Source: an optimization exercise on an open RTL-to-GDS flow (aim: small area). Production flows keep margins and buffers that such runs may drop. Only simulation tests tie the RTL to the original design; equivalence was not proved. Power and IR drop assume default switching activity.

$ cat flow/config.mk
export PLATFORM = sky130hd
export DESIGN_NAME = axi_cfg_register
export DESIGN_NICKNAME = axi_cfg_register
export VERILOG_FILES = /design/flow/design.v
export SDC_FILE = /design/flow/constraint.sdc
export NUM_CORES = 4
export LEC_CHECK = 0
export CAP_MARGIN = 20
export CORE_AREA = 3 3 657 117
export DIE_AREA = 0 0 660 120
export PLACE_DENSITY = 0.75
export SLEW_MARGIN = 20
export SYNTH_HIERARCHICAL = 1
export SYNTH_MINIMUM_KEEP_SIZE = 0
$ cat flow/constraint.sdc
create_clock -name core_clock -period 5.0 [get_ports {aclk}]
set_input_delay 1.0000 -clock core_clock [delete_from_list [all_inputs] [get_ports {aclk}]]
set_output_delay 1.0000 -clock core_clock [all_outputs]
set_load 0.01 [all_outputs]
$ cat flow/design.v
`timescale 1 ns / 1 ps
`timescale 1 ns / 1 ps
module axi_cfg_register #
(
  parameter integer CFG_DATA_WIDTH = 1024,
  parameter integer AXI_DATA_WIDTH = 32,
  parameter integer AXI_ADDR_WIDTH = 16
)
(
  input  wire                        aclk,
  input  wire                        aresetn,
  output wire [CFG_DATA_WIDTH-1:0]   cfg_data,
  input  wire [AXI_ADDR_WIDTH-1:0]   s_axi_awaddr,
  input  wire                        s_axi_awvalid,
  output wire                        s_axi_awready,
  input  wire [AXI_DATA_WIDTH-1:0]   s_axi_wdata,
  input  wire [AXI_DATA_WIDTH/8-1:0] s_axi_wstrb,
  input  wire                        s_axi_wvalid,
  output wire                        s_axi_wready,
  output wire [1:0]                  s_axi_bresp,
  output wire                        s_axi_bvalid,
  input  wire                        s_axi_bready,
  input  wire [AXI_ADDR_WIDTH-1:0]   s_axi_araddr,
  input  wire                        s_axi_arvalid,
  output wire                        s_axi_arready,
  output wire [AXI_DATA_WIDTH-1:0]   s_axi_rdata,
  output wire [1:0]                  s_axi_rresp,
  output wire                        s_axi_rvalid,
  input  wire                        s_axi_rready
);
  wire int_wvalid_wire = s_axi_awvalid & s_axi_wvalid;
  wire [31:0] wdat = s_axi_wdata & {32{aresetn}};
  reg [1023:0] cfg_q;
  reg [31:0]   rdata_q;
  reg          int_bvalid_reg, int_rvalid_reg;
  integer j, b;
  always @(posedge aclk)
    for (j = 0; j < 32; j = j + 1)
      for (b = 0; b < 4; b = b + 1)
        if (~aresetn | (int_wvalid_wire & s_axi_wstrb[b] & (s_axi_awaddr[6:2] == j)))
          cfg_q[32*j+8*b +: 8] <= wdat[8*b +: 8];
  reg [31:0] rsel;
  integer r;
  always @*
    for (r = 0; r < 32; r = r + 1)
      rsel[r] = aresetn & (s_axi_araddr[6:2] == r);
  wire [31:0] rd_word;
  genvar k;
  generate
    for (k = 0; k < 32; k = k + 1)
    begin : RMUX
      wire [10:0] n;
      wire [2:0]  p;
      genvar g;
      for (g = 0; g < 10; g = g + 1)
      begin : AOI
        cfg_aoi222 u (
          .a1(cfg_q[32*(3*g)+k]),   .a2(rsel[3*g]),
          .b1(cfg_q[32*(3*g+1)+k]), .b2(rsel[3*g+1]),
          .c1(cfg_q[32*(3*g+2)+k]), .c2(rsel[3*g+2]),
          .y(n[g])
        );
      end
      cfg_aoi22 u10 (
        .a1(cfg_q[32*30+k]), .a2(rsel[30]),
        .b1(cfg_q[32*31+k]), .b2(rsel[31]),
        .y(n[10])
      );
      cfg_nand4 u11 (.a(n[0]), .b(n[1]), .c(n[2]), .d(n[3]), .y(p[0]));
      cfg_nand4 u12 (.a(n[4]), .b(n[5]), .c(n[6]), .d(n[7]), .y(p[1]));
      cfg_nand3 u13 (.a(n[8]), .b(n[9]), .c(n[10]), .y(p[2]));
      cfg_or3   u14 (.a(p[0]), .b(p[1]), .c(p[2]), .y(rd_word[k]));
    end
  endgenerate
  always @(posedge aclk)
    if (s_axi_arvalid | ~aresetn)
      rdata_q <= rd_word;
  always @(posedge aclk)
  begin
    if (~aresetn)
    begin
      int_bvalid_reg <= 1'b0;
      int_rvalid_reg <= 1'b0;
    end
    else
    begin
      int_bvalid_reg <= (int_wvalid_wire | int_bvalid_reg) & ~(s_axi_bready & int_bvalid_reg);
      int_rvalid_reg <= (s_axi_arvalid | int_rvalid_reg) & ~(s_axi_rready & int_rvalid_reg);
    end
  end
  assign cfg_data = cfg_q;
  assign s_axi_bresp = 2'd0;
  assign s_axi_rresp = 2'd0;
  assign s_axi_awready = int_wvalid_wire;
  assign s_axi_wready = int_wvalid_wire;
  assign s_axi_bvalid = int_bvalid_reg;
  assign s_axi_arready = 1'b1;
  assign s_axi_rdata = rdata_q;
  assign s_axi_rvalid = int_rvalid_reg;
endmodule
module cfg_aoi222 (
  input  wire a1, a2, b1, b2, c1, c2,
  output wire y
);
  assign y = ~((a1 & a2) | (b1 & b2) | (c1 & c2));
endmodule
module cfg_aoi22 (
  input  wire a1, a2, b1, b2,
  output wire y
);
  assign y = ~((a1 & a2) | (b1 & b2));
endmodule
module cfg_nand4 (
  input  wire a, b, c, d,
  output wire y
);
  assign y = ~(a & b & c & d);
endmodule
module cfg_nand3 (
  input  wire a, b, c,
  output wire y
);
  assign y = ~(a & b & c);
endmodule
module cfg_or3 (
  input  wire a, b, c,
  output wire y
);
  assign y = a | b | c;
endmodule
$ cat flow/flow/run.sh
#!/bin/bash
# Standard layout, with plain minimum-size buffers on the ports.
set -euo pipefail
export BUFFER_PORTS_ARGS="-buffer_cell sky130_fd_sc_hd__buf_1"
bash standard.sh > standard.log 2>&1
$ cat flow/standard.sh
#!/bin/bash
# synth_recipe.tcl (not shown) runs the flow's synth.tcl, then flattens the netlist and writes it again
# the make line also repeats each setting of config.mk as NAME=value (left out here)
make -C /OpenROAD-flow-scripts/flow DESIGN_CONFIG=/design/flow/config.mk WORK_HOME=/design/flow/orfs CLKGATE_MAP_FILE= SYNTH_SCRIPT=/design/flow/synth_recipe.tcl "${@:-finish}"
==> summary.txt, run 1 <==
* Dpl cells at between 4k and 5k
* Critical path arrival at 4.40 ns
* First-pass GRT wire length at between 200,000 and 250,000 um
* CP max-delay cell: o21ai_0
* WP data required at approximately 5.4 ns
* Distinct cells, synth at 26
* Synth Cell Area at 0.0379 sq mm
* Layout cells sized above 1 at 0.115
* Worst Hold Class: reg2reg
* List of most frequent post-synthesis cells: 1,056 x edfxtp_1, 320 x a222oi_1, 91 x o21ai_0, 82 x nand4_1, 37 x o21ai_1
* Row cnt at approximately 40
* PD cells at 419 mW/mm^2
* Crit. End Element: register
* CTS clk-pin slew, worst paths at ~0.07 ns
* Vias in the first global route at 28.0k
* Accumulated negative setup slack at 0 ns
* Final Instance Count excl. Fillers at about 4.3k
* Worst IR Drop VDD at 236 uV
* Max frequency at between 200 and 250 MHz
* Routed vias at 31.4k
* Seq cells post-synth at 1,058
* GP Congestion at 1.08
* Initial core utilization at 0.520
* Largest net degree at the start of global routing at 79
* RSZ-0062 raised after global routing: no
* Max-slew violations at 0
* Biggest regs: cfg_q: 1024 flops, rdata_q: 32 flops
* Global route overflow at 0
* Max FFs per register at approximately 1.0k
* Peak per-stage delay on the critical path at between 1 and 1.5 ns
* I/O Pins at around 1.1k
* Final core utilization at 0.651
* CP cell instances: buf_1 -> nand4bb_1 -> o21ai_0 -> buf_4
* Worst slew pin tran at 1.36 ns
* Hold Worst Slack at 0.514 ns
* DR iter-0 viols at 9,222
* Kind of critical path: in2reg
* Register area share after synthesis at 0.838
* Drt wl/cell at 43.0 um
* CTS tree: yes
* Normalized max-slew margin at 0.0882
* Final Hold Fails at 0
* CTS Buffer Depth at 3
* P_leak at between 0.015 and 0.02 uW
* Largest area contributor in the netlist: edfxtp_1
* # Post-CTS Setup Buffers at 0
* Detailed-route vias per instance at roughly 7.3
* Syn Area/Cell at 20.5 sq um
* Detailed placer's ending HPWL at around 140,000 um
* Post-Route Skew at around 0.023 ns
* Startpoint types: input port
* Die ar. at approximately 0.079 sq mm
* Final setup violation count at 0
* Final worst path period share at 0.806
* Share of the synthesized area in the top cell type at 0.837
* Initial antenna violation count at 16
* Resize count post-CTS at 0
* Status: timing/DRC/antenna clean
* Biggest register: cfg_q
* Number of synthesized flops with an enable pin at between 1k and 1.5k
* Remaining DRCs at 0
* Largest cells by area after synthesis: edfxtp_1 84%, a222oi_1 8.5%, nand4_1 1.4%
* Die H at 120 um
* Clk sink count at between 1k and 1.5k
* Root Buffer: clkbuf_16
* Core Box Area at between 0.07 and 0.08 sq mm
* Worst Path Max Fanout at 16
* Ys Warns at 7
* Post-route ant nets at 0
* Drt total wl at between 150,000 and 200,000 um
* Area Growth Syn to Fin at 25.2%
* Detailed Routing Iterations Pass 1 at 15
* Post-CTS Hold Buffers at 0
* # port buffers at 1,112
* Main flop type after synthesis: edfxtp_1
* Depth of the CTS H-tree at 3
* Post-synth ARST share at 0
* Worst skew pair latency at between 0.6 and 0.7 ns
* Die Wd at 660 um
* Clock buffer count from CTS at 71
* Top-count cell post-synth: edfxtp_1
* Max-cap check violation count at 0
* Final Critical Period at between 4 and 5 ns
* Mapped Cells at 1,849
* # nets final at 3,255
* GRT Overall Usage at 0.451
## critical path: cells and delay by family
| family | cells | cell delay (ns) |
|---|---|---|
| compound gates | 1 | 1.24 |
| buf+inv | 2 | 0.94 |
| simple gates | 1 | 1.21 |
## path summary, 6_finish.rpt
kind	end	slack (ns)	depth (start not counted)	from
setup reg to reg	rdata_q[5]	2.36	3	cfg_q[5]
setup / recovery	cfg_q[440]	0.97	4	s_axi_awaddr[2]
hold reg to reg	int_rvalid_reg	0.51	2	int_rvalid_reg
hold / removal	int_rvalid_reg	0.51	2	int_rvalid_reg
## per-layer routing
metal	global-route usage	share of wire	vias up	wire [um]
met4	0.0857	0.029	24	5310
met3	0.314	0.24	562	43800
met2	0.588	0.39	4044	72100
met1	0.602	0.34	15600	61700
li1	-	-	11100	-
met5	0.119	0.0062	-	1140
## kinds of logic (layout without fill, tap and decap cells)
kind of cell / after synthesis / after routing / synth area share
buffers and inverters: 49 / 1432 / 0.00624
AND/OR/NAND/NOR: 258 / 258 / 0.0431
flip-flops: 1058 / 1058 / 0.838
other: 2 / 36 / 0.000198
AO/OA/AOI/OAI: 482 / 482 / 0.112
## cell usage in the layout, fill, tap and decap left out, drive strengths merged
master,instances
nand3,32
nor2,32
clkbuf,89
clkinv,27
or2,1
edfxtp,1056
nand4,82
inv,2
or4b,8
nand2,1
nand2b,6
nand4bb,10
or3,32
a22oi,32
buf,1301
nand3b,1
a21boi,2
and2,33
o21ai,128
clkinvlp,3
conb,5
nand4b,20
a222oi,320
dfxtp,2
diode,31
bufinv,10
## per-module statistics from Yosys, one instance, submodules excluded
| module | area, sq um | cells |
|---|---|---|
| axi_cfg_register | 33500 | 1369 |
| cfg_aoi22 | 12.5 | 1 |
| cfg_aoi222 | 10.0 | 1 |
| cfg_nand3 | 5.00 | 1 |
| cfg_nand4 | 6.26 | 1 |
| cfg_or3 | 6.26 | 1 |
## metrics by stage
| stage | setup WS (ns) | cell area [sq um] | power [uW] |
|---|---|---|---|
| floorplan | 1.17 | 37900 | 11900 |
| global placement | 0.930 | 44700 | 13200 |
| detailed placement | 0.854 | 44800 | 13300 |
| CTS | 1.52 | 47200 | 19500 |
| global route | 1.31 | 47400 | 20100 |
| finish | 0.969 | 47400 | 19900 |
## power by group
part           total [uW]  internal, uW  switching [uW]
Combinational        2110           455            1660
Clock                6610          3330            3280
Sequential          11100         10600             529
Total               19900         14400            5470
## final cells by class
class,count,area (sq um)
clock inverters,42,485
fillers,4950,25500
multi-input cells,745,6160
diodes,31,77.6
well taps,1010,1260
repair buffers,1304,5750
clock buffers,86,1940
flip-flops and latches,1058,31800
==> inputs of run 2 (changes only) <==
==> flow/run.sh (new file) <==
#!/bin/bash
# synth_recipe.tcl (not shown) runs the flow's synth.tcl, then flattens the netlist and writes it again
# the make line also repeats each setting of config.mk as NAME=value (left out here)
make -C /OpenROAD-flow-scripts/flow DESIGN_CONFIG=/design/flow/config.mk WORK_HOME=/design/flow/orfs CLKGATE_MAP_FILE= SYNTH_SCRIPT=/design/flow/synth_recipe.tcl finish
removed: flow/flow/run.sh
removed: flow/standard.sh
==> summary.txt, run 2 <==
* Seq pwr share at 0.536 (was 0.561)
* Cell area after layout at 0.0542 sq mm (was 0.0474 sq mm)
* Drt total wl at 197,000 um (was 184,000 um)
* Biggest regs: cfg_q: 1024 flops, rdata_q: 32 flops (unchanged)
* Core Box Area at 0.0729 sq mm (unchanged)
* FF-to-FF Start: cfg_q[683] (was cfg_q[5])
* DR iter-0 viols at 8,453 (was 9,222)
* Synth Cell Area at 0.0379 sq mm (unchanged)
* Distinct cells, synth at 26 (unchanged)
* Commonest non-fill, non-tap cell in the layout: clkdlybuf4s50_1 (was buf_1)
* RSZ-0062 raised after global routing: no (unchanged)
* Die Wd at 660 um (unchanged)
* Biggest register: cfg_q (unchanged)
* Number of synthesized flops with an enable pin at 1,056 (unchanged)
* Accumulated negative setup slack at 0 ns (unchanged)
* Post-synth ARST share at 0 (unchanged)
* PD cells at 382 mW/mm^2 (was 419 mW/mm^2)
* Most frequent cells in the layout: 1,110 x clkdlybuf4s50_1, 1,056 x edfxtp_1, 320 x a222oi_1, 188 x buf_4, 84 x o21ai_0 (was 1,109 x buf_1, 1,056 x edfxtp_1, 320 x a222oi_1, 184 x buf_4, 84 x o21ai_0)
* Final Critical Period at 3.92 ns (was 4.03 ns)
* Area Growth Syn to Fin at 43.1% (was 25.2%)
* P_leak at 0.0183 uW (was 0.0154 uW)
* Largest net degree at the start of global routing at 78 (was 79)
* WP data required at 5.40 ns (was 5.37 ns)
* Largest cells by area after synthesis: edfxtp_1 84%, a222oi_1 8.5%, nand4_1 1.4% (unchanged)
* Worst slew pin tran at 1.27 ns (was 1.36 ns)
* Final worst path period share at 0.784 (was 0.806)
* # Post-CTS Setup Buffers at 0 (unchanged)
* Clock group share of total power at 0.311 (was 0.333)
* Origin of the worst setup path: s_axi_araddr[5] (was s_axi_awaddr[2])
* Register area share after synthesis at 0.838 (unchanged)
* Normalized max-slew margin at 0.147 (was 0.0882)
* Drt wl/cell at 46.1 um (was 43.0 um)
* Global route overflow at 0 (unchanged)
* Depth of the CTS H-tree at 3 (unchanged)
* Hold_sp: int_rvalid_reg (unchanged)
* First-pass GRT wire length at 256,000 um (was 242,000 um)
* # port buffers at 1,112 (unchanged)
* Ys Warns at 7 (unchanged)
* Worst Hold Class: reg2reg (unchanged)
* # nets final at 3,256 (was 3,255)
* Largest area contributor in the netlist: edfxtp_1 (unchanged)
* Die H at 120 um (unchanged)
* Final Hold Fails at 0 (unchanged)
* Setup ws final at 1.08 ns (was 0.969 ns)
* Detailed-route vias per instance at 7.36 (was 7.34)
* Net Sw Frac at 0.272 (was 0.275)
* Post-CTS Hold Buffers at 0 (unchanged)
* Mapped Cells at 1,849 (unchanged)
* Startpoint types: input port (unchanged)
* CTS tree: yes (unchanged)
* Max-slew violations at 0 (unchanged)
* Seq cells post-synth at 1,058 (unchanged)
* Detailed placer's ending HPWL at 150,000 um (was 138,000 um)
* Fillers at 4,311 (was 4,950)
* CTS Buffer Depth at 3 (unchanged)
* Worst Path Max Fanout at 24 (was 16)
* Clk sink count at 1,058 (unchanged)
* Share of the synthesized area in the top cell type at 0.837 (unchanged)
* Internal power at 15,100 uW (was 14,400 uW)
* Combinational power share at 0.152 (was 0.106)
* Max-cap check violation count at 0 (unchanged)
* Post-Route Skew at 0.0282 ns (was 0.0228 ns)
* Final setup violation count at 0 (unchanged)
* Die ar. at 0.0792 sq mm (unchanged)
* Status: timing/DRC/antenna clean (unchanged)
* Placed cell area at 0.0518 sq mm (was 0.0448 sq mm)
* Critical path arrival at 4.32 ns (was 4.40 ns)
* CTS clk-pin slew, worst paths at 0.08 ns (was 0.07 ns)
* Max frequency at 255 MHz (was 248 MHz)
* List of most frequent post-synthesis cells: 1,056 x edfxtp_1, 320 x a222oi_1, 91 x o21ai_0, 82 x nand4_1, 37 x o21ai_1 (unchanged)
* Initial antenna violation count at 9 (was 16)
* Row cnt at 41 (unchanged)
* Post-route ant nets at 0 (unchanged)
* Crit. End Element: register (unchanged)
* Worst skew pair latency at 0.67 ns (about the same)
* Max FFs per register at 1,024 (unchanged)
* I/O Pins at 1,140 (unchanged)
* Remaining DRCs at 0 (unchanged)
* Main flop type after synthesis: edfxtp_1 (unchanged)
* Routed vias at 31.5k (was 31.4k)
* GP Congestion at 1.11 (was 1.08)
* Vias in the first global route at 28.4k (was 28.0k)
* Switching power at 5640 uW (was 5470 uW)
* Root Buffer: clkbuf_16 (unchanged)
* Resize count post-CTS at 0 (unchanged)
* Initial core utilization at 0.520 (unchanged)
* Top-count cell post-synth: edfxtp_1 (unchanged)
* Layout cells sized above 1 at 0.117 (was 0.115)
* Dpl ws at 0.659 ns (was 0.854 ns)
* Syn Area/Cell at 20.5 sq um (unchanged)
* Detailed Routing Iterations Pass 1 at 13 (was 15)
* GRT Overall Usage at 0.485 (was 0.451)
* Kind of critical path: in2reg (unchanged)
* Worst IR Drop VDD at 270 uV (was 236 uV)
* Clock buffer count from CTS at 71 (unchanged)
## run 2: cell types whose count changed in the layout (fill, tap and decap cells not counted), moves of 2 or more
cell             previous run  this run
clkinv_2                   13        15
buf_1                    1109         0
clkdlybuf4s50_1             0      1110
clkinv_1                   10        14
clkbuf_16                  76        74
buf_4                     184       188
and2_1                     32        24
clkbuf_2                    2         0
buf_16                      5         3
diode_2                    31        24
bufinv_16                  10         7
and2_2                      1         9
## run 2: per-module statistics from Yosys (local to each module, per instance)
module	cells	times used	cell area, sq um	flops+latches
cfg_aoi222	1	320	10.0	0
cfg_or3	1	32	6.26	0
axi_cfg_register	1369	1	33500	1058
cfg_nand4	1	64	6.26	0
cfg_nand3	1	32	5.00	0
cfg_aoi22	1	32	12.5	0
## run 2: cell type report
class                      instances  area (sq um)  area share
clock inverter                    46           428     0.00789
antenna                           24          60.1     0.00111
multi-input combinational        745          6160       0.114
timing repair buffer            1305         12700       0.233
clock buffer                      85          1900      0.0351
sequential                      1058         31800       0.585
tap                             1010          1260      0.0233
## run 2: logic make-up (layout without fill, tap and decap cells)
group	Yosys count	after routing	synth area share
buf+inv	49	1436	0.00624
simple gates	258	258	0.0431
compound gates	482	482	0.112
other cells	2	29	0.000198
flops	1058	1058	0.838
## run 2: path summary, 6_finish.rpt
check	slack, ns	end	cells after the start
max	1.08	rdata_q[11]	7
min	0.53	int_rvalid_reg	2
max reg2reg	2.44	rdata_q[11]	3
min reg2reg	0.53	int_rvalid_reg	2
## run 2: metrics by stage
step           total power, uW  utilization  std cells  hold slack [ns]
2_1_floorplan            11900            -       1852            0.504
3_3_place_gp             14200        0.709       4112            0.478
3_5_place_dp             14300        0.710       4115            0.519
4_1_cts                  20400        0.742       4246            0.527
5_1_grt                  20900        0.743       4255            0.556
6_report                 20700        0.744       4273            0.533
## run 2: metal layers
metal	vias up	GRT usage	part of all wire
li1	11200	-	-
met1	15900	0.645	0.34
met2	3842	0.613	0.38
met3	541	0.368	0.24
met4	34	0.0868	0.027
met5	-	0.116	0.0098
## run 2: power by group through the flow
stage	registers [uW]	logic [uW]	clock network [uW]
2_1_floorplan	11500	364	0
3_3_place_gp	11200	2960	0
3_5_place_dp	11300	2980	0
4_1_cts	11100	2990	6280
5_1_grt	11200	3100	6650
6_report	11100	3150	6450
## run 2: critical path: stages
cell and delay, ns:
clkdlybuf4s50_1 0.62, nand4bb_1 0.44, nor2_4 0.29, a222oi_1 0.82, buf_4 0.23, nand4_1 0.36, or3_1 0.52
==> inputs of run 3 (changes only) <==
--- a/flow/config.mk
+++ b/flow/config.mk
@@ -8,5 +8,4 @@
 export CAP_MARGIN = 20
-export CORE_AREA = 3 3 657 117
-export DIE_AREA = 0 0 660 120
-export PLACE_DENSITY = 0.75
+export CORE_MARGIN = 2
+export CORE_UTILIZATION = 40
 export SLEW_MARGIN = 20
==> summary.txt, run 3 <==
* Mapped Cells at 1,849 (unchanged)
* Register area share after synthesis at 0.838 (unchanged)
* Number of synthesized flops with an enable pin at 1,056 (unchanged)
* Status: did not finish (was timing/DRC/antenna clean)
* Ys Warns at 7 (unchanged)
* Top-count cell post-synth: edfxtp_1 (unchanged)
* Largest cells by area after synthesis: edfxtp_1 84%, a222oi_1 8.5%, nand4_1 1.4% (unchanged)
* Initial core utilization at 0.405 (was 0.520)
* Stop Error: [ERROR PPL-0024] Number of IO pins (1140) exceeds maximum number of available positions (1124). Increase the die perimeter from 1247.04um to 1550.40um.
* Fail Step: I/O pin placement
* Seq cells post-synth at 1,058 (unchanged)
* Die H at 312 um (was 120 um)
* Row cnt at 112 (was 41)
* Share of the synthesized area in the top cell type at 0.837 (unchanged)
* Die Wd at 312 um (was 660 um)
* Post-synth ARST share at 0 (unchanged)
* List of most frequent post-synthesis cells: 1,056 x edfxtp_1, 320 x a222oi_1, 91 x o21ai_0, 82 x nand4_1, 37 x o21ai_1 (unchanged)
* Syn Area/Cell at 20.5 sq um (unchanged)
* Synth Cell Area at 0.0379 sq mm (unchanged)
* Largest area contributor in the netlist: edfxtp_1 (unchanged)
* Distinct cells, synth at 26 (unchanged)
* Main flop type after synthesis: edfxtp_1 (unchanged)
==> run 3: cell counts after synthesis <==
Identical to the previous run, type by type.
==> run 3: cells by family after synthesis <==
family	count (synthesis)	share of synthesized area
other cells	2	0.000198
simple gates	258	0.0431
buf+inv	49	0.00624
flops	1058	0.838
compound gates	482	0.112
==> run 3: per-module statistics from Yosys, one instance, submodules excluded <==
| module | flip-flops and latches | cells inside | times used |
|---|---|---|---|
| cfg_aoi222 | 0 | 1 | 320 |
| cfg_nand3 | 0 | 1 | 32 |
| cfg_or3 | 0 | 1 | 32 |
| cfg_aoi22 | 0 | 1 | 32 |
| axi_cfg_register | 1058 | 1369 | 1 |
| cfg_nand4 | 0 | 1 | 64 |
==> inputs of run 4 (changes only) <==
--- a/flow/design.v
+++ b/flow/design.v
@@ -35,8 +35,22 @@
   reg          int_bvalid_reg, int_rvalid_reg;
-  integer j, b;
-  always @(posedge aclk)
+  reg  [31:0] xn;
+  wire [3:0]  yn = ~s_axi_wstrb & {4{aresetn}};
+  wire [127:0] wen;
+  integer j;
+  always @*
     for (j = 0; j < 32; j = j + 1)
+      xn[j] = aresetn & ~(int_wvalid_wire & (s_axi_awaddr[6:2] == j));
+  genvar w, b;
+  generate
+    for (w = 0; w < 32; w = w + 1)
+    begin : WORDS
       for (b = 0; b < 4; b = b + 1)
-        if (~aresetn | (int_wvalid_wire & s_axi_wstrb[b] & (s_axi_awaddr[6:2] == j)))
-          cfg_q[32*j+8*b +: 8] <= wdat[8*b +: 8];
+      begin : BYTES
+        cfg_nor2 u (.a(xn[w]), .b(yn[b]), .y(wen[4*w+b]));
+        always @(posedge aclk)
+          if (wen[4*w+b])
+            cfg_q[32*w+8*b +: 8] <= wdat[8*b +: 8];
+      end
+    end
+  endgenerate
   reg [31:0] rsel;
@@ -130 +144,7 @@
 endmodule
+module cfg_nor2 (
+  input  wire a, b,
+  output wire y
+);
+  assign y = ~(a | b);
+endmodule
==> flow/flow/run.sh (new file) <==
#!/bin/bash
# Standard layout, with plain minimum-size buffers on the ports and a
# clock tree of mid-size clock buffers driving small leaf clusters.
set -euo pipefail
export BUFFER_PORTS_ARGS="-buffer_cell sky130_fd_sc_hd__buf_1"
export CTS_ARGS="-sink_clustering_enable -repair_clock_nets -sink_clustering_size 12 -sink_clustering_max_diameter 50 -buf_list sky130_fd_sc_hd__clkbuf_8"
bash standard.sh > standard.log 2>&1
==> flow/standard.sh (new file) <==
#!/bin/bash
# synth_recipe.tcl (not shown) runs the flow's synth.tcl, then flattens the netlist and writes it again
# the make line also repeats each setting of config.mk as NAME=value (left out here)
make -C /OpenROAD-flow-scripts/flow DESIGN_CONFIG=/design/flow/config.mk WORK_HOME=/design/flow/orfs CLKGATE_MAP_FILE= SYNTH_SCRIPT=/design/flow/synth_recipe.tcl "${@:-finish}"
--- a/flow/config.mk
+++ b/flow/config.mk
@@ -8,4 +8,6 @@
 export CAP_MARGIN = 20
-export CORE_MARGIN = 2
-export CORE_UTILIZATION = 40
+export CORE_AREA = 3 3 657 117
+export DIE_AREA = 0 0 660 120
+export GPL_TIMING_DRIVEN = 0
+export PLACE_DENSITY = 0.75
 export SLEW_MARGIN = 20
removed: flow/run.sh
==> summary.txt, run 4 <==
* Detailed Routing Iterations Pass 1 at 14
* Remaining DRCs at 0
* Fillers at slightly above 5k
* Initial antenna violation count at 18
* Detailed placer's ending HPWL at about 130,000 um
* Die Wd at 660 um (was 312 um)
* Final Power at approximately 18,000 uW
* Vias in the first global route at around 27k
* Largest area contributor in the netlist: edfxtp_1 (unchanged)
* Resize count post-CTS at 0
* Main flop type after synthesis: edfxtp_1 (unchanged)
* Post-synth ARST share at 0 (unchanged)
* Kind of critical path: in2reg
* CTS tree: yes
* PD cells at roughly 400 mW/mm^2
* I/O Pins at 1,140
* Distinct cells, synth at 24 (was 26)
* Worst Hold Path EP: int_rvalid_reg
* Max-slew violations at 0
* Core Box Area at roughly 0.073 sq mm
* GRT Overall Usage at 0.419
* DR iter-0 viols at approximately 8.4k
* Share of the synthesized area in the top cell type at 0.844 (was 0.837)
* Worst slew pin tran at between 1 and 1.5 ns
* Register-to-register setup slack at 2.55 ns
* GP Congestion at between 1 and 1.5
* Root Buffer: clkbuf_8
* Final worst path period share at 0.803
* # Post-CTS Setup Buffers at 0
* Depth of the CTS H-tree at 3
* Worst Path Max Fanout at 17
* RSZ-0062 raised after global routing: no
* CTS Buffer Depth at 3
* Largest net degree at the start of global routing at 33
* Final Hold Fails at 0
* List of most frequent post-synthesis cells: 1,056 x edfxtp_1, 320 x a222oi_1, 160 x nor2_1, 65 x nand4_1 (was 1,056 x edfxtp_1, 320 x a222oi_1, 91 x o21ai_0, 82 x nand4_1, 37 x o21ai_1)
* Startpoint types: input port
* Clk sink count at 1,058
* Post-Route Skew at roughly 0.045 ns
* Number of synthesized flops with an enable pin at 1,056 (unchanged)
* Final setup violation count at 0
* Biggest regs: cfg_q: 1024 flops, rdata_q: 32 flops
* Area Growth Syn to Fin at 21.6%
* Accumulated negative setup slack at 0 ns
* Ys Warns at 7 (unchanged)
* Post-route ant nets at 0
* P_leak at between 0.01 and 0.015 uW
* # port buffers at 1,112
* Drt total wl at approximately 170,000 um
* Cells on Worst Hold Path at 3
* WP data required at 5.54 ns
* Initial core utilization at 0.515 (was 0.405)
* Mapped Cells at 1,823 (was 1,849)
* Max-cap check violation count at 0
* Normalized max-slew margin at 0.182
* Critical path arrival at approximately 4.6 ns
* Most frequent cells in the layout: 1,114 x buf_1, 1,056 x edfxtp_1, 320 x a222oi_1, 125 x nor2_1, 101 x clkbuf_8
* # nets final at 3,148
* Largest cells by area after synthesis: edfxtp_1 84%, a222oi_1 8.5%, nor2_1 1.6% (was edfxtp_1 84%, a222oi_1 8.5%, nand4_1 1.4%)
* Hold_sp: s_axi_rready
* Final Critical Period at roughly 4.0 ns
* Global route overflow at 0
* CTS clk-pin slew, worst paths at 0.09 ns
* Biggest register: cfg_q
* Worst skew pair latency at approximately 0.8 ns
* Crit. End Element: register
* Max FFs per register at a little over 1k
* First-pass GRT wire length at 227,000 um
* Worst IR Drop VDD at between 200 and 250 uV
* Post-CTS Hold Buffers at 0
* Max frequency at roughly 250 MHz
* Row cnt at 41 (was 112)
* Crit Reg-Reg Endpoint: rdata_q[10]
* Register area share after synthesis at 0.845 (was 0.838)
* Status: timing/DRC/antenna clean (was did not finish)
* Top-count cell post-synth: edfxtp_1 (unchanged)
* Drt wl/cell at approximately 42 um
* Detailed-route vias per instance at ~7.3
* Cell count of the worst reg-to-reg path at 3
* Synth Cell Area at 0.0376 sq mm (was 0.0379 sq mm)
* Die ar. at between 0.07 and 0.08 sq mm
* Syn Area/Cell at 20.6 sq um (was 20.5 sq um)
* Commonest non-fill, non-tap cell in the layout: buf_1
* Worst Hold Class: in2reg
* Routed vias at just over 30k
* Clock buffer count from CTS at 98
* FF-to-FF Start: cfg_q[298]
* Seq cells post-synth at 1,058 (unchanged)
* Layout cells sized above 1 at 0.0839
* Die H at 120 um (was 312 um)
run 4: cell count changes after synthesis, sizes merged, moves of 4 or more:
cell and change:
nor2 +128, o21ai -128, o31a +32, nand4 -17, nand4b -17, clkbuf -14, buf -10, nand4bb -7
or4b -7, nand2b +4, nor2b +4
run 4: stage by stage:
step | cell area (sq um) | utilization | hold slack, ns | setup WS, ns | std cells
6_report | 45700 | 0.627 | 0.486 | 0.987 | 4121
2_1_floorplan | 37600 | - | 0.504 | 1.34 | 1826
5_1_grt | 45600 | 0.626 | 0.518 | 1.06 | 4101
4_1_cts | 45600 | 0.626 | 0.489 | 1.33 | 4096
3_5_place_dp | 44200 | 0.606 | 0.501 | 0.541 | 3983
3_3_place_gp | 43000 | 0.590 | 0.482 | -1.27 | 3948
run 4: layout make-up:
cell class,count,area [sq um],area share
Tap cell,1010,1260,0.0277
Buffer,25,125,0.00274
Clock buffer,101,1390,0.0304
Multi-Input combinational cell,743,6020,0.132
Clock inverter,12,60.1,0.00131
Antenna cell,25,62.6,0.00137
Sequential cell,1058,31800,0.695
Timing Repair Buffer,1147,5010,0.110
run 4: cell families (layout without fill, tap and decap cells):
| logic type | after synthesis | count (layout) | synth area share |
|---|---|---|---|
| DFF | 1058 | 1058 | 0.845 |
| AOI/OAI and AO/OA | 386 | 386 | 0.104 |
| and+or+nand+nor | 352 | 352 | 0.0474 |
| buffers and inverters | 25 | 1285 | 0.00326 |
| other | 2 | 30 | 0.000200 |
run 4: worst max-delay path by stage:
stage	endpoint	slack, ns	startpoint
finish	rdata_q[10]	0.99	s_axi_araddr[3]
detailed placement	rdata_q[10]	0.54	s_axi_araddr[3]
global route	rdata_q[10]	1.06	s_axi_araddr[3]
global placement	rdata_q[1]	-1.27	aresetn
floorplan	rdata_q[0]	1.34	aresetn
CTS	rdata_q[10]	1.33	s_axi_araddr[3]
run 4: metal layers:
metal	GRT usage	vias to the layer above	wire (um)
met5	0.0601	-	743
met4	0.119	24	6770
met3	0.265	662	37800
met2	0.589	3871	71000
met1	0.531	14900	55600
li1	-	10700	-
run 4: Yosys stat by module, one instance, submodules excluded:
| module | flops+latches | copies in the design | area [sq um] |
|---|---|---|---|
| cfg_nand3 | 0 | 32 | 5.00 |
| cfg_aoi222 | 0 | 320 | 10.0 |
| cfg_aoi22 | 0 | 32 | 12.5 |
| axi_cfg_register | 1058 | 1 | 32700 |
| cfg_or3 | 0 | 32 | 6.26 |
| cfg_nor2 | 0 | 128 | 3.75 |
| cfg_nand4 | 0 | 64 | 6.26 |
run 4: power by group:
part / leakage [uW] / internal (uW) / total (uW) / switching, uW
Clock: 0.000781 / 1810 / 4920 / 3100
Sequential: 0.00977 / 10700 / 11300 / 556
Combinational: 0.00362 / 436 / 2160 / 1720
Total: 0.0142 / 13000 / 18300 / 5380
run 4: worst max-delay path, cell delays in order:
cell and delay, ns:
buf_1 0.15, nand2b_1 0.13, clkbuf_1 0.82, nor2_4 0.37, buf_16 0.29, a222oi_1 0.67
nand4_1 0.57, or3_1 0.52
==> inputs of run 5 (changes only) <==
--- a/flow/design.v
+++ b/flow/design.v
@@ -35,3 +35,5 @@
   reg          int_bvalid_reg, int_rvalid_reg;
-  reg  [31:0] xn;
+  reg  [3:0]  wpa;
+  reg  [7:0]  wpb;
+  wire [31:0] xn;
   wire [3:0]  yn = ~s_axi_wstrb & {4{aresetn}};
@@ -40,4 +42,8 @@
   always @*
-    for (j = 0; j < 32; j = j + 1)
-      xn[j] = aresetn & ~(int_wvalid_wire & (s_axi_awaddr[6:2] == j));
+  begin
+    for (j = 0; j < 4; j = j + 1)
+      wpa[j] = int_wvalid_wire & (s_axi_awaddr[6:5] == j);
+    for (j = 0; j < 8; j = j + 1)
+      wpb[j] = (s_axi_awaddr[4:2] == j);
+  end
   genvar w, b;
@@ -46,2 +52,3 @@
     begin : WORDS
+      cfg_aoi21 ux (.a1(wpa[w/8]), .a2(wpb[w%8]), .b(~aresetn), .y(xn[w]));
       for (b = 0; b < 4; b = b + 1)
@@ -55,7 +62,20 @@
   endgenerate
-  reg [31:0] rsel;
+  reg  [3:0]  nrpa;
+  reg  [7:0]  nrpb;
+  wire [31:0] rsel;
   integer r;
   always @*
-    for (r = 0; r < 32; r = r + 1)
-      rsel[r] = aresetn & (s_axi_araddr[6:2] == r);
+  begin
+    for (r = 0; r < 4; r = r + 1)
+      nrpa[r] = ~(aresetn & (s_axi_araddr[6:5] == r));
+    for (r = 0; r < 8; r = r + 1)
+      nrpb[r] = ~(s_axi_araddr[4:2] == r);
+  end
+  genvar t;
+  generate
+    for (t = 0; t < 32; t = t + 1)
+    begin : RSEL
+      cfg_nor2 u (.a(nrpa[t/8]), .b(nrpb[t%8]), .y(rsel[t]));
+    end
+  endgenerate
   wire [31:0] rd_word;
@@ -65,4 +85,4 @@
     begin : RMUX
-      wire [10:0] n;
-      wire [2:0]  p;
+      wire [9:0] n;
+      wire [3:0] p;
       genvar g;
@@ -77,11 +97,12 @@
       end
-      cfg_aoi22 u10 (
+      cfg_nand4 u11 (.a(n[0]), .b(n[1]), .c(n[2]), .d(n[3]), .y(p[0]));
+      cfg_nand4 u12 (.a(n[4]), .b(n[5]), .c(n[6]), .d(n[7]), .y(p[1]));
+      cfg_nand2 u13 (.a(n[8]), .b(n[9]), .y(p[2]));
+      cfg_ao221 u14 (
         .a1(cfg_q[32*30+k]), .a2(rsel[30]),
         .b1(cfg_q[32*31+k]), .b2(rsel[31]),
-        .y(n[10])
+        .c(p[2]),
+        .y(p[3])
       );
-      cfg_nand4 u11 (.a(n[0]), .b(n[1]), .c(n[2]), .d(n[3]), .y(p[0]));
-      cfg_nand4 u12 (.a(n[4]), .b(n[5]), .c(n[6]), .d(n[7]), .y(p[1]));
-      cfg_nand3 u13 (.a(n[8]), .b(n[9]), .c(n[10]), .y(p[2]));
-      cfg_or3   u14 (.a(p[0]), .b(p[1]), .c(p[2]), .y(rd_word[k]));
+      cfg_or3   u15 (.a(p[0]), .b(p[1]), .c(p[3]), .y(rd_word[k]));
     end
@@ -120,7 +141,7 @@
 endmodule
-module cfg_aoi22 (
-  input  wire a1, a2, b1, b2,
+module cfg_ao221 (
+  input  wire a1, a2, b1, b2, c,
   output wire y
 );
-  assign y = ~((a1 & a2) | (b1 & b2));
+  assign y = (a1 & a2) | (b1 & b2) | c;
 endmodule
@@ -132,7 +153,7 @@
 endmodule
-module cfg_nand3 (
-  input  wire a, b, c,
+module cfg_nand2 (
+  input  wire a, b,
   output wire y
 );
-  assign y = ~(a & b & c);
+  assign y = ~(a & b);
 endmodule
@@ -150 +171,7 @@
 endmodule
+module cfg_aoi21 (
+  input  wire a1, a2, b,
+  output wire y
+);
+  assign y = ~((a1 & a2) | b);
+endmodule
--- a/flow/flow/run.sh
+++ b/flow/flow/run.sh
@@ -6,2 +6,3 @@
 export CTS_ARGS="-sink_clustering_enable -repair_clock_nets -sink_clustering_size 12 -sink_clustering_max_diameter 50 -buf_list sky130_fd_sc_hd__clkbuf_8"
+export RECOVER_POWER=100
 bash standard.sh > standard.log 2>&1
--- a/flow/config.mk
+++ b/flow/config.mk
@@ -7,3 +7,3 @@
 export LEC_CHECK = 0
-export CAP_MARGIN = 20
+export CAP_MARGIN = 10
 export CORE_AREA = 3 3 657 117
@@ -12,3 +12,3 @@
 export PLACE_DENSITY = 0.75
-export SLEW_MARGIN = 20
+export SLEW_MARGIN = 10
 export SYNTH_HIERARCHICAL = 1
==> summary.txt, run 5 <==
* Die ar. at 0.0792 sq mm (unchanged)
* Routed vias at 30.2k (about the same)
* Core Box Area at 0.0729 sq mm (unchanged)
* Max-cap check violation count at 37 (was 0)
* I/O Pins at 1,140 (unchanged)
* Row cnt at 41 (unchanged)
* Detailed-route vias per instance at 7.36 (was 7.33)
* CTS clk-pin slew, worst paths at 0.09 ns (about the same)
* Detailed Routing Iterations Pass 1 at 15 (was 14)
* List of most frequent post-synthesis cells: 1,056 x edfxtp_1, 320 x a222oi_1, 168 x nor2_1, 64 x nand4_1, 35 x nand2_1 (was 1,056 x edfxtp_1, 320 x a222oi_1, 160 x nor2_1, 65 x nand4_1)
* Status: failed layout checks (was timing/DRC/antenna clean)
* Mapped Cells at 1,815 (was 1,823)
* Final worst path period share at 0.966 (was 0.803)
* # nets final at 3,142 (was 3,148)
* Vias in the first global route at 27.5k (was 27.4k)
* Peak per-stage delay on the critical path at 1.74 ns (was 0.82 ns)
* Biggest register: cfg_q (unchanged)
* RSZ-0062 raised after global routing: no (unchanged)
* Post-synth ARST share at 0 (unchanged)
* Ys Warns at 7 (unchanged)
* Distinct cells, synth at 28 (was 24)
* Post-CTS Hold Buffers at 0 (unchanged)
* Worst Path Max Fanout at 39 (was 17)
* Clock buffer count from CTS at 98 (unchanged)
* Dpl ws at 0.747 ns (was 0.541 ns)
* Most frequent cells in the layout: 1,100 x buf_1, 1,056 x edfxtp_1, 320 x a222oi_1, 133 x nor2_1, 98 x clkbuf_8 (was 1,114 x buf_1, 1,056 x edfxtp_1, 320 x a222oi_1, 125 x nor2_1, 101 x clkbuf_8)
* Synth Cell Area at 0.0374 sq mm (was 0.0376 sq mm)
* Crit. End Element: register (unchanged)
* Clk sink count at 1,058 (unchanged)
* First-pass GRT wire length at 223,000 um (was 227,000 um)
* Normalized max-slew margin at -0.643 (was 0.182)
* P_leak at 0.0142 uW (about the same)
* Hold Worst Slack at 0.517 ns (was 0.486 ns)
* Final setup violation count at 0 (unchanged)
* Worst skew pair latency at 0.79 ns (was 0.80 ns)
* Commonest non-fill, non-tap cell in the layout: buf_1 (unchanged)
* Main flop type after synthesis: edfxtp_1 (unchanged)
* GP Congestion at 1.08 (was 1.05)
* Max frequency at 207 MHz (was 249 MHz)
* Largest net degree at the start of global routing at 40 (was 33)
* Initial core utilization at 0.513 (was 0.515)
* Largest cells by area after synthesis: edfxtp_1 85%, a222oi_1 8.6%, nor2_1 1.7% (was edfxtp_1 84%, a222oi_1 8.5%, nor2_1 1.6%)
* Drt wl/cell at 41.0 um (was 41.7 um)
* Layout cells sized above 1 at 0.0662 (was 0.0839)
* Final Critical Period at 4.83 ns (was 4.01 ns)
* Max-slew violations at 662 (was 0)
* SO Viols: max-capacitance violations, max-slew violations
* Critical path arrival at 5.15 ns (was 4.55 ns)
* Drt total wl at 168,000 um (was 172,000 um)
* Syn Area/Cell at 20.6 sq um (about the same)
* Final Instance Count excl. Fillers at 4,104 (was 4,121)
* Die H at 120 um (unchanged)
* Startpoint types: input port (unchanged)
* Top-count cell post-synth: edfxtp_1 (unchanged)
* Register area share after synthesis at 0.849 (was 0.845)
* GRT Overall Usage at 0.412 (was 0.419)
* Root Buffer: clkbuf_8 (unchanged)
* Worst IR Drop VDD at 188 uV (was 212 uV)
* CP max-delay cell: a21oi_1 (was clkbuf_1)
* Share of the synthesized area in the top cell type at 0.848 (was 0.844)
* Detailed placer's ending HPWL at 124,000 um (was 126,000 um)
* PD cells at 404 mW/mm^2 (was 402 mW/mm^2)
* Post-route ant nets at 0 (unchanged)
* Post-Route Skew at 0.0339 ns (was 0.0455 ns)
* CP top delay family: compound AO/OA/AOI/OAI gates (was simple AND/OR/NAND/NOR gates)
* Resize count post-CTS at 0 (unchanged)
* Number of synthesized flops with an enable pin at 1,056 (unchanged)
* Bufs and invs on worst path at 2 (was 3)
* Global route overflow at 0 (unchanged)
* CP cell instances: clkbuf_1 -> inv_6 -> a21oi_1 -> nor2_1 (was buf_1 -> nand2b_1 -> clkbuf_1 -> nor2_4 -> buf_16 -> a222oi_1 -> nand4_1 -> or3_1)
* Final Hold Fails at 0 (unchanged)
* Seq cells post-synth at 1,058 (unchanged)
* WP data required at 5.32 ns (was 5.54 ns)
* Depth of the CTS H-tree at 3 (unchanged)
* CTS tree: yes (unchanged)
* Fillers at 5,158 (was 5,179)
* Setup ws final at 0.169 ns (was 0.987 ns)
* CTS Buffer Depth at 3 (unchanged)
* # port buffers at 1,111 (was 1,112)
* Worst Hold Class: in2reg (unchanged)
* Area Growth Syn to Fin at 20.9% (was 21.6%)
* Dpl cells at 3,977 (was 3,983)
* DR iter-0 viols at 9,344 (was 8,350)
* # Post-CTS Setup Buffers at 0 (unchanged)
* Remaining DRCs at 0 (unchanged)
* Cell area after layout at 0.0452 sq mm (was 0.0457 sq mm)
* Biggest regs: cfg_q: 1024 flops, rdata_q: 32 flops (unchanged)
* Initial antenna violation count at 14 (was 18)
* Kind of critical path: in2reg (unchanged)
* Largest area contributor in the netlist: edfxtp_1 (unchanged)
* Max FFs per register at 1,024 (unchanged)
* Worst slew pin tran at 2.46 ns (was 1.22 ns)
* Die Wd at 660 um (unchanged)
* Placed cell area at 0.0439 sq mm (was 0.0442 sq mm)
[run 5: changes by cell type in the layout (fill, tap and decap cells not counted), moves of 30 or more]
cell / delta
a221o_1: +32
a22oi_2: -32
nand2_1: +32
o31a_1: -32
a21oi_1: +31
nand3_1: -30
[run 5: per-module statistics from Yosys, one instance, submodules excluded, excerpt]
module	times used	cells inside	cell area (sq um)	flip-flops and latches
axi_cfg_register	1	1143	32300	1058
cfg_aoi21	32	1	8.76	0
cfg_aoi222	320	1	10.0	0
cfg_nand2	32	1	3.75	0
cfg_nand4	64	1	6.26	0
cfg_or3	32	1	6.26	0
[run 5: worst paths after layout]
| kind | slack (ns) | cells after the start | startpoint | end |
|---|---|---|---|---|
| hold reg to reg | 0.52 | 1 | int_bvalid_reg | int_bvalid_reg |
| setup / recovery | 0.17 | 4 | aresetn | cfg_q[635] |
| hold / removal | 0.52 | 3 | s_axi_bready | int_bvalid_reg |
| setup reg to reg | 2.59 | 3 | cfg_q[2] | rdata_q[2] |
[run 5: stage by stage]
| stage | TNS (ns) | total power (uW) | utilization |
|---|---|---|---|
| global placement | -50.01 | 13300 | 0.588 |
| CTS | 0 | 17900 | 0.622 |
| detailed placement | 0 | 13400 | 0.602 |
| finish | 0 | 18300 | 0.620 |
| global route | 0 | 18500 | 0.620 |
| floorplan | 0 | 12100 | - |
[run 5: area by class of cell]
cell class                 instances  area [sq um]  share of cell area
multi-input combinational        747          5740               0.127
sequential                      1058         31800               0.702
inverter                           3          16.3            0.000360
tap                             1010          1260              0.0279
buffer                            10          60.1             0.00133
timing repair buffer            1149          4900               0.108
antenna                           13          32.5            0.000719
clock buffer                      98          1350              0.0298
clock inverter                    16           113             0.00249
[run 5: logic make-up after synthesis]
kind of cell    after synthesis  share of synthesized area
compound gates              386                      0.102
buf+inv                      13                    0.00224
flops                      1058                      0.849
other cells                   2                   0.000201
simple gates                356                     0.0465
[run 5: worst min-delay path, delay by kind of cell]
family,cells,cell delay [ns]
compound gates,1,0.07
simple gates,1,0.11
buf+inv,1,0.07
[run 5: layer usage]
| metal | wire [um] | share of wire | GRT usage | vias to the layer above |
|---|---|---|---|---|
| met5 | 1030 | 0.0061 | 0.0294 | - |
| met4 | 8680 | 0.052 | 0.141 | 23 |
| met3 | 37700 | 0.22 | 0.260 | 771 |
| met2 | 71100 | 0.42 | 0.592 | 4052 |
| met1 | 49900 | 0.30 | 0.503 | 14700 |
| li1 | - | - | - | 10700 |
[run 5: report_power, final]
| part | switching (uW) | internal [uW] | total [uW] | leakage (uW) |
|---|---|---|---|---|
| Combinational | 1700 | 425 | 2130 | 0.00361 |
| Clock | 3110 | 1790 | 4910 | 0.000782 |
| Sequential | 522 | 10700 | 11200 | 0.00977 |
==> inputs of run 6 (changes only) <==
==> flow/flow/run.sh (replaced) <==
#!/bin/bash
# The standard layout (the standard.sh, standard synthesis unchanged),
# with: plain minimum-size buffers on the ports; a clock tree of mid-size
# clock buffers driving small leaf clusters; and, after the placement
# repair, a pass (flow/downsize.tcl) that gives over-sized cells the
# weakest drive that keeps slews, capacitances and setup slack within
# margins. Each step's log is in orfs/logs/, make's output in standard.log.
set -euo pipefail
export BUFFER_PORTS_ARGS="-buffer_cell sky130_fd_sc_hd__buf_1"
export CTS_ARGS="-sink_clustering_enable -repair_clock_nets -sink_clustering_size 12 -sink_clustering_max_diameter 50 -buf_list sky130_fd_sc_hd__clkbuf_8"
export POST_RESIZE_TCL="$PWD/flow/downsize.tcl"
bash standard.sh > standard.log 2>&1
==> flow/flow/downsize.tcl (new file) <==
# Downsize over-sized logic cells and repair buffers: try each weaker
# drive strength of the same cell and keep the weakest one for which every
# pin of the nets it drives keeps its slew at or under a margin below the
# library limit, no capacitance limit is broken, and setup slack stays.
proc ds_slew_ok { inst lim } {
  foreach p [get_pins -of_objects $inst -filter "direction==output"] {
    set net [get_nets -of_objects $p]
    if {$net eq ""} continue
    foreach q [get_pins -of_objects $net] {
      set s [get_property $q slew_max]
      if {$s eq "" } continue
      if {$s > $lim} { return 0 }
    }
  }
  return 1
}
proc ds_run { } {
  set lim 0.8
  estimate_parasitics -placement
  set caps0 [sta::max_capacitance_violation_count]
  set slews0 [sta::max_slew_violation_count]
  set wns0 [sta::worst_slack -max]
  set saved 0.0
  set cands {}
  foreach inst [get_cells *] {
    set ref [get_property $inst ref_name]
    if {![regexp {^(sky130_fd_sc_hd__(buf|nor2|nand2|and2|or2|nor3|nand3|a22oi|o21ai|a21oi|inv|nor2b|nand2b|and3|or3|nand4|nor4|o31a))_(\d+)$} $ref -> base kind drv]} continue
    if {$drv < 2} continue
    set name [get_full_name $inst]
    if {[string match input* $name] || [string match output* $name]} continue
    lappend cands [list $inst $base $drv $ref]
  }
  puts "downsize: [llength $cands] candidates, slew/cap violations $slews0/$caps0, wns $wns0"
  foreach c $cands {
    lassign $c inst base drv ref
    set a0 [get_property [get_lib_cells */$ref] area]
    foreach d {1 2 4 6 8 12} {
      if {$d >= $drv} break
      set lc [get_lib_cells -quiet */${base}_$d]
      if {$lc eq ""} continue
      if {[info exists ::env(DONT_USE_CELLS)] && \
          [lsearch -exact $::env(DONT_USE_CELLS) ${base}_$d] >= 0} continue
      replace_cell $inst ${base}_$d
      estimate_parasitics -placement
      if {[ds_slew_ok $inst $lim] && [sta::max_capacitance_violation_count] <= $caps0 \
          && [sta::max_slew_violation_count] <= $slews0 && [sta::worst_slack -max] > 0.3} {
        set saved [expr {$saved + $a0 - [get_property $lc area]}]
        break
      }
      replace_cell $inst $ref
    }
  }
  estimate_parasitics -placement
  puts "downsize: saved $saved um2, slew/cap violations [sta::max_slew_violation_count]/[sta::max_capacitance_violation_count], wns [sta::worst_slack -max]"
}
ds_run
--- a/flow/config.mk
+++ b/flow/config.mk
@@ -7,3 +7,3 @@
 export LEC_CHECK = 0
-export CAP_MARGIN = 10
+export CAP_MARGIN = 20
 export CORE_AREA = 3 3 657 117
@@ -12,3 +12,3 @@
 export PLACE_DENSITY = 0.75
-export SLEW_MARGIN = 10
+export SLEW_MARGIN = 20
 export SYNTH_HIERARCHICAL = 1
==> summary.txt, run 6 <==
* Largest family of logic cells by synthesized area: compound AO/OA/AOI/OAI gates (unchanged)
* GP Congestion at 1.08 (unchanged)
* First-pass GRT wire length at 222,000 um (was 223,000 um)
* Post-Route Skew at 0.0290 ns (was 0.0339 ns)
* Multi-input logic area at 0.00581 sq mm (was 0.00574 sq mm)
* Largest area contributor in the netlist: edfxtp_1 (unchanged)
* I/O Pins at 1,140 (unchanged)
* Clk sink count at 1,058 (unchanged)
* Top-count cell post-synth: edfxtp_1 (unchanged)
* Hold Worst Slack at 0.514 ns (was 0.517 ns)
* Max frequency at 228 MHz (was 207 MHz)
* CTS clk-pin slew, worst paths at 0.08 ns (was 0.09 ns)
* # nets final at 3,144 (was 3,142)
* Seq cells post-synth at 1,058 (unchanged)
* # port buffers at 1,111 (unchanged)
* Worst slew pin tran at 1.29 ns (was 2.46 ns)
* Reg area at 0.0318 sq mm (unchanged)
* Detailed Routing Iterations Pass 1 at 19 (was 15)
* P_leak at 0.0141 uW (was 0.0142 uW)
* Post-CTS Hold Buffers at 0 (unchanged)
* Commonest non-fill, non-tap cell in the layout: buf_1 (unchanged)
* Normalized max-slew margin at 0.137 (was -0.643)
* Drt total wl at 167,000 um (was 168,000 um)
* Final setup violation count at 0 (unchanged)
* Largest cells by area after synthesis: edfxtp_1 85%, a222oi_1 8.6%, nor2_1 1.7% (unchanged)
* Syn Area/Cell at 20.6 sq um (unchanged)
* Final core utilization at 0.614 (was 0.620)
* GRT Overall Usage at 0.408 (was 0.412)
* Register area share after synthesis at 0.849 (unchanged)
* Initial core utilization at 0.513 (unchanged)
* CP cell instances: buf_2 -> inv_4 -> or3_2 -> nor2_4 -> buf_2 -> a222oi_1 -> nand4_1 -> or3_1 (was clkbuf_1 -> inv_6 -> a21oi_1 -> nor2_1)
* Number of synthesized flops with an enable pin at 1,056 (unchanged)
* Startpoint types: input port (unchanged)
* Die H at 120 um (unchanged)
* Resize count post-CTS at 0 (unchanged)
* Share of the synthesized area in the top cell type at 0.848 (unchanged)
* Peak per-stage delay on the critical path at 0.62 ns (was 1.74 ns)
* Worst skew pair latency at 0.77 ns (was 0.79 ns)
* Vias in the first global route at 27.3k (was 27.5k)
* RSZ-0062 raised after global routing: no (unchanged)
* Clock buffer count from CTS at 98 (unchanged)
* Distinct cells, synth at 28 (unchanged)
* Core Box Area at 0.0729 sq mm (unchanged)
* Remaining DRCs at 0 (unchanged)
* Status: timing/DRC/antenna clean (was failed layout checks)
* Worst IR Drop VDD at 215 uV (was 188 uV)
* Root Buffer: clkbuf_8 (unchanged)
* Largest net degree at the start of global routing at 40 (unchanged)
* CTS Buffer Depth at 3 (unchanged)
* CP max-delay cell: nand4_1 (was a21oi_1)
* Final Hold Fails at 0 (unchanged)
* Adder-cell share of the synthesized area at 0 (unchanged)
* Synth Area in Compound Gates at 0.102 (unchanged)
* DR iter-0 viols at 8,849 (was 9,344)
* Mapped Cells at 1,815 (unchanged)
* Detailed-route vias per instance at 7.32 (was 7.36)
* Final worst path period share at 0.875 (was 0.966)
* Max FFs per register at 1,024 (unchanged)
* Crit. End Element: register (unchanged)
* Initial antenna violation count at 14 (unchanged)
* Routed vias at 30.1k (was 30.2k)
* Critical path arrival at 4.87 ns (was 5.15 ns)
* List of most frequent post-synthesis cells: 1,056 x edfxtp_1, 320 x a222oi_1, 168 x nor2_1, 64 x nand4_1, 35 x nand2_1 (unchanged)
* Post-route ant nets at 0 (unchanged)
* Worst Hold Class: reg2reg (was in2reg)
* Post-synthesis mux area share at 0 (unchanged)
* CTS tree: yes (unchanged)
* Most frequent cells in the layout: 1,118 x buf_1, 1,056 x edfxtp_1, 320 x a222oi_1, 125 x nor2_1, 99 x clkbuf_8 (was 1,100 x buf_1, 1,056 x edfxtp_1, 320 x a222oi_1, 133 x nor2_1, 98 x clkbuf_8)
* Synth Cell Area at 0.0374 sq mm (unchanged)
* Max-slew violations at 0 (was 662)
* Post-Synth XOR/XNOR Area at 0 (unchanged)
* Depth of the CTS H-tree at 3 (unchanged)
* Main flop type after synthesis: edfxtp_1 (unchanged)
* Die Wd at 660 um (unchanged)
* Biggest register: cfg_q (unchanged)
* Row cnt at 41 (unchanged)
* Ys Warns at 7 (unchanged)
* Post-synth ARST share at 0 (unchanged)
* Max-cap check violation count at 0 (was 37)
* Worst Path Max Fanout at 39 (unchanged)
* WP data required at 5.49 ns (was 5.32 ns)
* Drt wl/cell at 40.6 um (was 41.0 um)
* PD cells at 407 mW/mm^2 (was 404 mW/mm^2)
* Die ar. at 0.0792 sq mm (unchanged)
* Biggest regs: cfg_q: 1024 flops, rdata_q: 32 flops (unchanged)
* Crit-path most repeated cell: buf_2
* Fillers at 5,243 (was 5,158)
* # Post-CTS Setup Buffers at 0 (unchanged)
* Area Growth Syn to Fin at 19.8% (was 20.9%)
* Final Critical Period at 4.38 ns (was 4.83 ns)
* Global route overflow at 0 (unchanged)
* Detailed placer's ending HPWL at 124,000 um (about the same)
* Post-synthesis simple-gate area fraction at 0.0465 (unchanged)
* Layout cells sized above 1 at 0.0821 (was 0.0662)
* Kind of critical path: in2reg (unchanged)
[run 6: layout make-up]
class                      instances  share of cell area
tap                             1010              0.0282
sequential                      1058               0.709
multi-input combinational        747               0.130
antenna                           16            0.000894
inverter                           3            0.000307
buffer                            10            0.000922
timing repair buffer            1151              0.0978
clock inverter                    24             0.00271
clock buffer                      99              0.0304
[run 6: path summary, 6_finish.rpt]
kind	startpoint	endpoint	slack, ns	cells past startpoint
hold / removal	int_bvalid_reg	int_bvalid_reg	0.51	1
setup reg to reg	cfg_q[2]	rdata_q[2]	2.43	3
hold reg to reg	int_bvalid_reg	int_bvalid_reg	0.51	1
setup / recovery	aresetn	rdata_q[2]	0.62	8
[run 6: where the power goes]
group	total [uW]	leakage, uW	internal, uW	switching (uW)
Sequential	11200	0.00977	10700	516
Combinational	2120	0.00352	417	1700
Clock	4900	0.000832	1810	3100
Total	18200	0.0141	12900	5310
[run 6: critical path: cells and delay by family]
family / cells / cell delay [ns]
AND/OR/NAND/NOR: 4 / 1.89
AO/OA/AOI/OAI: 1 / 0.61
buffers and inverters: 3 / 1.31
[run 6: stage by stage]
stage               instances  power [uW]  setup WS (ns)  setup TNS, ns  cell area, sq um
floorplan                1818       12100           1.73              0             37400
global placement         3939       13300          -1.10         -50.01             42800
detailed placement       3978       13400          0.263              0             43200
CTS                      4101       17900           1.02              0             44700
global route             4102       18500          0.733              0             44700
finish                   4118       18200          0.623              0             44800
[run 6: cells by family (layout without fill, tap and decap cells)]
group	Yosys count	count (layout)
simple gates	356	356
compound gates	386	386
flops	1058	1058
other cells	2	21
buf+inv	13	1287
[run 6: routing by layer]
metal	track usage	vias up	part of all wire
li1	-	10700	-
met1	0.498	14700	0.30
met2	0.588	3940	0.42
met3	0.262	821	0.22
met4	0.137	25	0.053
met5	0.0106	-	0.0039
[run 6: Yosys stat by module (local to each module, per instance)]
module | flip-flops and latches | times used | area, sq um
axi_cfg_register | 1058 | 1 | 32300
cfg_ao221 | 0 | 32 | 10.0
cfg_aoi222 | 0 | 320 | 10.0
cfg_aoi21 | 0 | 32 | 8.76
cfg_nand4 | 0 | 64 | 6.26
cfg_or3 | 0 | 32 | 6.26
cfg_nand2 | 0 | 32 | 3.75
cfg_nor2 | 0 | 160 | 3.75

## what the ideal ports hide
No port has a modelled driver above. Below, the same layouts with a new extraction and two added sets of constraints. Step 1, drivers: a clkbuf_16 drives aclk and a buf_2 each remaining input, both assumed. Step 2 moves the port delays by t, midway between the first and last clock arrival at a register: inputs arrive t later, outputs are due t later. That takes back most of the time a late clock gives input paths. a / b / c = no drivers / after step 1 / after step 2; a / b = the first two.
run	shift t [ns]	setup slack, ns	worst register clock-pin slew, ns
run 1	0.720	0.969 / 0.958 / 0.238	0.10 / 0.10
run 2	0.710	1.079 / 1.089 / 0.379	0.10 / 0.10
run 4	0.803	0.987 / 0.966 / 0.163	0.11 / 0.11
run 5	0.830	0.169 / 0.170 / -0.659	0.11 / 0.11
run 6	0.809	0.623 / 0.648 / -0.161	0.10 / 0.10
For run 5, which loses most, drivers alone change the setup slack by +0.001 ns; drivers and shift together by -0.828 ns.
